From an optimization exercise on the open Yosys and OpenROAD flow, aimed at small area, a short achievable clock period and few clock cycles; shortcuts taken in it are not production practice. RTL that was checked went through simulation tests only; none was proved equivalent to the original. The clock port is modelled as an ideal driver; clocking choices that lean on that would not hold on a real chip.

==> run a: inputs <==
Design BAS, start of the top module:
module BAS(input clk, input reset, input [8:0]count, input [8:0]seed1, input [8:0]seed2, input [15:0]xi, input [15:0]yi, input [15:0]P, input [15:0]E, output [15:0]xo, output [15:0]yo, output [15:0]fo, output [31:0]clk_cnt, output reg done);
==> module twin_lfsr, before the edit <==
module twin_lfsr(input clk, input reset, input step, input [8:0] seed1, input [8:0] seed2,
                 output [15:0] n1, output [15:0] n2);
    reg [8:0] N1, N2;
    always @(posedge clk) begin
        if (reset) begin
            N1 <= seed1;
            N2 <= seed2;
        end else if (step) begin
            N1 <= {N1[7], N1[6], N1[5] ^ N1[8], N1[8], N1[0], N1[4], N1[3] ^ N1[0], N1[2], N1[1]};
            N2 <= {N2[7], N2[6], N2[5] ^ N2[8], N2[8], N2[0], N2[4], N2[3] ^ N2[0], N2[2], N2[1]};
        end
    end
    assign n1 = {N1[8], 5'b01111, N1[7], 1'b1, 1'b0, N1[6:0]};
    assign n2 = {N2[8], 5'b01111, N2[7], 1'b1, 1'b0, N2[6:0]};
endmodule
==> module BAS, before the edit <==
module BAS(input clk, input reset, input [8:0]count, input [8:0]seed1, input [8:0]seed2, input [15:0]xi, input [15:0]yi, input [15:0]P, input [15:0]E, output [15:0]xo, output [15:0]yo, output [15:0]fo, output [31:0]clk_cnt, output reg done);
    reg [15:0] x, y, p, e;
    reg [14:0] f;
    reg [8:0] cnt, itc;
    reg [2:0] ph;
    reg ini, run;
    wire ph0 = ph == 3'd0, ph1 = ph == 3'd1, ph2 = ph == 3'd2;
    wire ph3 = ph == 3'd3, ph4 = ph == 3'd4, ph5 = ph == 3'd5;
    wire [15:0] dx, dy;
    twin_lfsr lfsr(clk, reset, ph1, seed1, seed2, dx, dy);
    wire useE = ph0 | ph1;
    wire useY = ph5 | ph1;
    wire [15:0] ma = useE ? e : p;
    wire [15:0] d = useY ? dy : dx;
    wire [15:0] mp;
    Bfloat16_mul m1(ma, {1'b0, d[14:0]}, mp);
    reg [14:0] opa, opb, opc;            
    reg q1, q2, i1, i2;
    reg [14:0] fr;
    reg [15:0] x1, y1;
    reg sg, acc0;
    wire last = (itc + 9'd1 == cnt);
    wire pe = ph0 | ph1;
    wire nz = pe ? (p[14:0] != 15'd0) : (e[14:0] != 15'd0);
    wire neg = ph1 | ph3 | ((ph4 | ph5) & sg);
    wire [14:0] ox = pe ? opa : opc;
    wire [15:0] sx = {nz & ((pe ? p[15] ^ dx[15] : e[15]) ^ neg), ox};
    wire [15:0] sy = {nz & ((pe ? p[15] ^ dy[15] : e[15]) ^ neg), opb};
    wire [15:0] ax, ay;
    bf_add_slow a1(x, sx, ini, ax);
    bf_add_slow a2(y, sy, ini, ay);
    wire issue = run & (ph0 | ph1 | ph2 | ph3);
    wire [15:0] u, v;
    fitness_lin lin(x1, y1, u, v);
    reg [15:0] u2, v2;
    wire [14:0] fs;
    fitness_sq sq(u2, v2, fs);
    wire le = fs <= f;
    wire t0 = q2 & ph4, t1 = q2 & ph5;
    wire take = t1 & (sg ? le : acc0);   
    always @(posedge clk) begin
        if (ph4) opa <= mp[14:0];
        if (ph0) opc <= mp[14:0];
        if (ph5 | ph1) opb <= mp[14:0];
        x1 <= ax;
        y1 <= ay;
        u2 <= u;
        v2 <= v;
        if (ph2) fr <= fs;
        if (ph3) sg <= !(fr > fs);
        if (ph4) acc0 <= le;
        if (i2 || (t0 && !sg || t1 && sg) && le) f <= fs;
        if (reset) begin
            x <= xi;
            y <= yi;
            p <= P;
            e <= E;
            cnt <= count;
            itc <= 9'd0;
            ph <= 3'd4;
            ini <= 1'b1;
            run <= count != 9'd0;
            done <= 1'b0;
            q1 <= 1'b0;
            q2 <= 1'b0;
            i1 <= 1'b0;
            i2 <= 1'b0;
        end else begin
            ini <= 1'b0;
            q1 <= issue;
            q2 <= q1;
            i1 <= ini;
            i2 <= i1;
            ph <= ph5 ? 3'd0 : ph + 3'd1;
            if (i2 && !run) done <= 1'b1;
            if (take) begin
                x <= x1;
                y <= y1;
            end
            if (t1) begin
                itc <= itc + 9'd1;
                if (last) begin
                    done <= 1'b1;
                    run <= 1'b0;
                end
            end
        end
    end
    assign xo = x;
    assign yo = y;
    assign fo = {1'b0, f};
    assign clk_cnt = {23'd0, itc};
endmodule
==> flow/config.mk <==
export PLATFORM = sky130hd
export DESIGN_NAME = BAS
export DESIGN_NICKNAME = BAS
export VERILOG_FILES = /design/flow/design.v
export SDC_FILE = /design/flow/constraint.sdc
export NUM_CORES = 8
export LEC_CHECK = 0
export ABC_AREA = 1
export CAP_MARGIN = 20
export CORE_MARGIN = 2
export CORE_UTILIZATION = 60
export SLEW_MARGIN = 20
==> flow/constraint.sdc <==
create_clock -name core_clock -period 72.0 [get_ports {clk}]
set_input_delay 14.4000 -clock core_clock [delete_from_list [all_inputs] [get_ports {clk}]]
set_output_delay 14.4000 -clock core_clock [all_outputs]
set_load 0.01 [all_outputs]
standard.sh (not shown) runs the stock make flow with config.mk's settings and CLKGATE_MAP_FILE= SYNTH_SCRIPT=/design/flow/synth_recipe.tcl, a recipe that flattens the netlist after the stock synthesis.
==> flow/flow/run.sh <==
#!/bin/bash
# The standard layout, except:
# - synthesis maps all the logic with the ABC script flow/area.abc, in place
#   of ORFS's area script and without first mapping adders to full/half-adder
#   cells (ADDER_MAP_FILE empty); otherwise synth_recipe.tcl unchanged;
# - plain buf_1 cells as the port buffers;
# - timing repair aiming at 56.2 ns of setup slack, and after CTS a repair
#   of the paths from the inputs and to the outputs only (flow/io_repair.tcl).
set -euo pipefail
W=$PWD
cat > "$W/flow_synth.tcl" <<TCL
proc abc {args} {
  set i [lsearch -exact \$args -script]
  if {\$i >= 0} { lset args [expr {\$i + 1}] $W/flow/area.abc }
  yosys abc {*}\$args
}
source $W/synth_recipe.tcl
TCL
bash standard.sh "SYNTH_SCRIPT=$W/flow_synth.tcl" ADDER_MAP_FILE= "BUFFER_PORTS_ARGS=-buffer_cell sky130_fd_sc_hd__buf_1" SETUP_SLACK_MARGIN=56.2 "POST_CTS_TCL=$W/flow/io_repair.tcl" finish > standard.log 2>&1
==> flow/flow/area.abc <==
strash
ifraig
dc2
dch -f
amap -m
topo
stime -c
buffer -c
upsize -c -D 12500
dnsize -c -D 12500
==> flow/flow/io_repair.tcl <==
# Run after CTS (POST_CTS_TCL): a timing repair of the paths from the inputs
# and to the outputs only, aiming at 56.6 ns of slack; the paths between
# registers are left to the standard repair. The false paths are set for
# this repair only and removed again before the design is written.
set_false_path -from [all_registers] -to [all_registers]
repair_timing -setup -setup_margin 56.6 -verbose
sta::unset_path_exceptions -from [all_registers] -to [all_registers]
detailed_placement
check_placement -verbose
estimate_parasitics -placement
report_worst_slack -max
==> run b: changes against run a <==
--- a/flow/design.v
+++ b/flow/design.v
@@ -295,72 +295,92 @@
     assign sum = sub ? subres : addres;
 endmodule
 module twin_lfsr(input clk, input reset, input step, input [8:0] seed1, input [8:0] seed2,
-                 output [15:0] n1, output [15:0] n2);
+                 output [15:0] n1, output [15:0] n2, output [15:0] nn1, output [15:0] nn2);
     reg [8:0] N1, N2;
+    wire [8:0] M1 = {N1[7], N1[6], N1[5] ^ N1[8], N1[8], N1[0], N1[4], N1[3] ^ N1[0], N1[2], N1[1]};
+    wire [8:0] M2 = {N2[7], N2[6], N2[5] ^ N2[8], N2[8], N2[0], N2[4], N2[3] ^ N2[0], N2[2], N2[1]};
     always @(posedge clk) begin
         if (reset) begin
             N1 <= seed1;
             N2 <= seed2;
         end else if (step) begin
-            N1 <= {N1[7], N1[6], N1[5] ^ N1[8], N1[8], N1[0], N1[4], N1[3] ^ N1[0], N1[2], N1[1]};
-            N2 <= {N2[7], N2[6], N2[5] ^ N2[8], N2[8], N2[0], N2[4], N2[3] ^ N2[0], N2[2], N2[1]};
+            N1 <= M1;
+            N2 <= M2;
         end
     end
     assign n1 = {N1[8], 5'b01111, N1[7], 1'b1, 1'b0, N1[6:0]};
     assign n2 = {N2[8], 5'b01111, N2[7], 1'b1, 1'b0, N2[6:0]};
+    assign nn1 = {M1[8], 5'b01111, M1[7], 1'b1, 1'b0, M1[6:0]};
+    assign nn2 = {M2[8], 5'b01111, M2[7], 1'b1, 1'b0, M2[6:0]};
 endmodule
 module BAS(input clk, input reset, input [8:0]count, input [8:0]seed1, input [8:0]seed2, input [15:0]xi, input [15:0]yi, input [15:0]P, input [15:0]E, output [15:0]xo, output [15:0]yo, output [15:0]fo, output [31:0]clk_cnt, output reg done);
+    localparam K_NONE = 3'd0, K_INIT = 3'd1, K_R = 3'd2, K_L = 3'd3, K_T0 = 3'd4, K_T1 = 3'd5;
     reg [15:0] x, y, p, e;
     reg [14:0] f;
     reg [8:0] cnt, itc;
-    reg [2:0] ph;
-    reg ini, run;
-    wire ph0 = ph == 3'd0, ph1 = ph == 3'd1, ph2 = ph == 3'd2;
-    wire ph3 = ph == 3'd3, ph4 = ph == 3'd4, ph5 = ph == 3'd5;
-    wire [15:0] dx, dy;
-    twin_lfsr lfsr(clk, reset, ph1, seed1, seed2, dx, dy);
-    wire useE = ph0 | ph1;
-    wire useY = ph5 | ph1;
+    reg [1:0] pc;                        
+    reg act;                             
+    reg [1:0] k;                         
+    wire s0 = act & (k == 2'd0), s1 = act & (k == 2'd1);
+    wire s2 = act & (k == 2'd2), s3 = act & (k == 2'd3);
+    wire [15:0] dx, dy, ndx, ndy;
+    twin_lfsr lfsr(clk, reset, s3, seed1, seed2, dx, dy, ndx, ndy);
+    wire useE = s0 | s1;
+    wire useY = (pc == 2'd1) | s1 | s3;
     wire [15:0] ma = useE ? e : p;
-    wire [15:0] d = useY ? dy : dx;
+    wire [15:0] d = (s2 | s3) ? (useY ? ndy : ndx) : (useY ? dy : dx);
     wire [15:0] mp;
     Bfloat16_mul m1(ma, {1'b0, d[14:0]}, mp);
-    reg [14:0] opa, opb, opc;            
-    reg q1, q2, i1, i2;
-    reg [14:0] fr;
-    reg [15:0] x1, y1;
-    reg sg, acc0;
+    reg [14:0] opa, opb, opc, opd;       
+    reg [2:0] k1, k2;                    
+    reg [14:0] fr;                       
+    reg [15:0] x1, y1, xsel, ysel;
+    reg sg;
+    reg pend;                            
+    reg [2:0] hist;                      
+    wire pred = (hist[0] & hist[1]) | (hist[0] & hist[2]) | (hist[1] & hist[2]);
     wire last = (itc + 9'd1 == cnt);
-    wire pe = ph0 | ph1;
+    wire ini = (pc == 2'd2);
+    wire pe = s0 | s1;
     wire nz = pe ? (p[14:0] != 15'd0) : (e[14:0] != 15'd0);
-    wire neg = ph1 | ph3 | ((ph4 | ph5) & sg);
+    wire neg = s1 | s2;
     wire [14:0] ox = pe ? opa : opc;
+    wire [14:0] oy = pe ? opb : opd;
     wire [15:0] sx = {nz & ((pe ? p[15] ^ dx[15] : e[15]) ^ neg), ox};
-    wire [15:0] sy = {nz & ((pe ? p[15] ^ dy[15] : e[15]) ^ neg), opb};
+    wire [15:0] sy = {nz & ((pe ? p[15] ^ dy[15] : e[15]) ^ neg), oy};
     wire [15:0] ax, ay;
-    bf_add_slow a1(x, sx, ini, ax);
-    bf_add_slow a2(y, sy, ini, ay);
-    wire issue = run & (ph0 | ph1 | ph2 | ph3);
+    wire usel = pend & pred;             
+    wire [15:0] xs = usel ? xsel : x;
+    wire [15:0] ys = usel ? ysel : y;
+    bf_add_slow a1(xs, sx, ini, ax);
+    bf_add_slow a2(ys, sy, ini, ay);
+    wire [2:0] k0 = ini ? K_INIT : s0 ? K_R : s1 ? K_L : s2 ? K_T1 : s3 ? K_T0 : K_NONE;
     wire [15:0] u, v;
     fitness_lin lin(x1, y1, u, v);
     reg [15:0] u2, v2;
     wire [14:0] fs;
     fitness_sq sq(u2, v2, fs);
+    wire sgn = !(fr > fs);               
     wire le = fs <= f;
-    wire t0 = q2 & ph4, t1 = q2 & ph5;
-    wire take = t1 & (sg ? le : acc0);   
+    wire dec = (k2 == K_T0) & !sg | (k2 == K_T1) & sg;    
+    wire take = dec & le;
+    wire redo = dec & (le != pred) & !last;   
     always @(posedge clk) begin
-        if (ph4) opa <= mp[14:0];
-        if (ph0) opc <= mp[14:0];
-        if (ph5 | ph1) opb <= mp[14:0];
+        if ((pc == 2'd2) | s2) opa <= mp[14:0];
+        if ((pc == 2'd1) | s3) opb <= mp[14:0];
+        if (s0) opc <= mp[14:0];
+        if (s1) opd <= mp[14:0];
         x1 <= ax;
         y1 <= ay;
         u2 <= u;
         v2 <= v;
-        if (ph2) fr <= fs;
-        if (ph3) sg <= !(fr > fs);
-        if (ph4) acc0 <= le;
-        if (i2 || (t0 && !sg || t1 && sg) && le) f <= fs;
+        if (k2 == K_R) fr <= fs;
+        if (k2 == K_L) begin
+            sg <= sgn;
+            xsel <= sgn ? x1 : ax;       
+            ysel <= sgn ? y1 : ay;
+        end
+        if ((k2 == K_INIT) | take) f <= fs;
         if (reset) begin
             x <= xi;
             y <= yi;
@@ -368,31 +388,44 @@
             e <= E;
             cnt <= count;
             itc <= 9'd0;
-            ph <= 3'd4;
-            ini <= 1'b1;
-            run <= count != 9'd0;
+            pc <= 2'd2;
+            act <= 1'b0;
+            k <= 2'd0;
             done <= 1'b0;
-            q1 <= 1'b0;
-            q2 <= 1'b0;
-            i1 <= 1'b0;
-            i2 <= 1'b0;
+            k1 <= K_NONE;
+            k2 <= K_NONE;
+            pend <= 1'b0;
+            hist <= 3'd0;
         end else begin
-            ini <= 1'b0;
-            q1 <= issue;
-            q2 <= q1;
-            i1 <= ini;
-            i2 <= i1;
-            ph <= ph5 ? 3'd0 : ph + 3'd1;
-            if (i2 && !run) done <= 1'b1;
+            if (pc != 2'd0) pc <= pc - 2'd1;
+            if (pc == 2'd1) act <= (cnt != 9'd0);
+            if ((k2 == K_INIT) && (cnt == 9'd0)) done <= 1'b1;
             if (take) begin
-                x <= x1;
-                y <= y1;
+                x <= xsel;
+                y <= ysel;
             end
-            if (t1) begin
+            if (dec) begin
                 itc <= itc + 9'd1;
+                hist <= {hist[1:0], le};
+                pend <= 1'b0;
                 if (last) begin
                     done <= 1'b1;
-                    run <= 1'b0;
+                    act <= 1'b0;
+                end
+            end
+            if (redo) begin
+                k <= 2'd0;
+                k1 <= K_NONE;
+                k2 <= K_NONE;
+            end else begin
+                k1 <= k0;
+                k2 <= k1;
+                if (act) begin
+                    k <= k + 2'd1;
+                    if (s3) begin
+                        if (itc + 9'd1 < cnt) pend <= 1'b1;
+                        else act <= 1'b0;
+                    end
                 end
             end
         end
--- a/flow/flow/run.sh
+++ b/flow/flow/run.sh
@@ -5,7 +5,7 @@
 #   cells (ADDER_MAP_FILE empty); otherwise synth_recipe.tcl unchanged;
 # - plain buf_1 cells as the port buffers;
 # - timing repair aiming at 56.2 ns of setup slack, and after CTS a repair
-#   of the paths from the inputs and to the outputs only (flow/io_repair.tcl).
+#   of the paths from the inputs only (flow/io_repair.tcl).
 set -euo pipefail
 W=$PWD
 cat > "$W/flow_synth.tcl" <<TCL
==> flow/flow/io_repair.tcl (replaced) <==
# Run after CTS (POST_CTS_TCL): a timing repair of the paths from the inputs
# to the registers only, aiming at 56.9 ns of slack; the other paths are left
# to the standard repair. The false paths are set for this repair only and
# removed again before the design is written.
set_false_path -from [all_registers] -to [all_registers]
set_false_path -to [all_outputs]
repair_timing -setup -setup_margin 56.9 -verbose
sta::unset_path_exceptions -from [all_registers] -to [all_registers]
sta::unset_path_exceptions -to [all_outputs]
detailed_placement
check_placement -verbose
estimate_parasitics -placement
report_worst_slack -max
--- a/flow/config.mk
+++ b/flow/config.mk
@@ -9,4 +9,6 @@
 export CAP_MARGIN = 20
 export CORE_MARGIN = 2
 export CORE_UTILIZATION = 60
+export CTS_CLUSTER_DIAMETER = 100
+export CTS_CLUSTER_SIZE = 20
 export SLEW_MARGIN = 20
==> results.py <==
metrics = {
    "status": {
        "run_status": "complete, no violations",
    },
    "grt": {
        "grt_util_met3_pct": 5.72,
        "number_of_antenna_violations_at_the_first_check_in_global_routing": 0,
    },
    "finish": {
        "highest_count_cells_in_the_layout_ignoring_fill_and_taps": "839 x nor2_1, 413 x nand2_1, 349 x inv_1, 323 x o21ai_0, 276 x a21oi_1",
        "fill_cells": 3239,
    },
    "drt": {
        "top_layer_used": "met4",
    },
    "setup_path": {
        "r2r_slack_ns": 57.43,
    },
    "die": {
        "dieArea_um2": 41000,
        "initial_core_util_pct": 61.0,
    },
    "synthesis": {
        "avgSynthCellArea_um2": 6.48,
    },
    "placed_design": {
        "placedInstanceArea_um2": 24600,
    },
    "sta": {
        "max_slew.worst_pin.slew_ns": 1.13,
    },
}
(the above is from run a)
==> results.py <==
metrics = {
    "die": {
        "initial_core_util_pct": 60.9,
        "dieArea_um2": 45500,
        "die_x_um": 213,
    },
    "setup_path": {
        "r2r_slack_ns": 57.55,
        "critPathCapture": "yo[6]",
    },
    "synthesis": {
        "synth_compound_gate_area_share_pct": 34.3,
        "synth_seq_cells": 301,
        "avgSynthCellArea_um2": 6.88,
    },
    "placed_design": {
        "placedInstanceArea_um2": 27200,
    },
    "finish": {
        "highest_count_cells_in_the_layout_ignoring_fill_and_taps": "823 x nor2_1, 378 x nand2_1, 376 x inv_1, 319 x o22ai_1, 307 x a21oi_1",
        "non_clock_buffer_area_share_pct": 3.92,
        "fill_cells": 3861,
    },
    "grt": {
        "grt_util_met3_pct": 5.84,
        "number_of_antenna_violations_at_the_first_check_in_global_routing": 5,
    },
    "sta": {
        "max_slew.worst_pin.slew_ns": 1.10,
    },
    "drt": {
        "top_layer_used": "met5",
    },
    "job": {
        "cap_violations": 0,
    },
    "status": {
        "run_status": "complete, no violations",
    },
}
(the above is from run b)
Testbench counts of run a, summed over its fixed seeds: cycles 288,264.
Function not checked in run b: the RTL went through the layout flow alone.

-- port drivers added, routing unchanged --
The results above use ideal ports. As a check the final layouts listed here were re-extracted and re-timed, cells and wires unchanged. Step 1 sets driving cells, clkbuf_16 on the clock port and buf_2 on the other inputs (assumed; they add their load-dependent delay and slew). Step 2 times the ports against the registers' clock, not the clock port: input delays grow and output delays shrink by t, the midpoint of the rising clock arrivals with the driver on. Three values: ideal ports, drivers, drivers and shift; two values: the first two.
| run | t, ns | setup WS [ns] | worst setup path after step 2 | latest minus earliest clock arrival (ns) |
|---|---|---|---|---|
| run a | 0.615 | 56.325 / 56.265 / 55.975 | input to register | 0.015 / 0.014 |
| run b | 0.598 | 56.353 / 56.293 / 56.305 | input to register | 0.032 / 0.032 |
After both steps every run listed still meets setup and hold. The setup slack of run a, which loses most, moves by -0.060 ns with the drivers and by -0.350 ns with both steps.
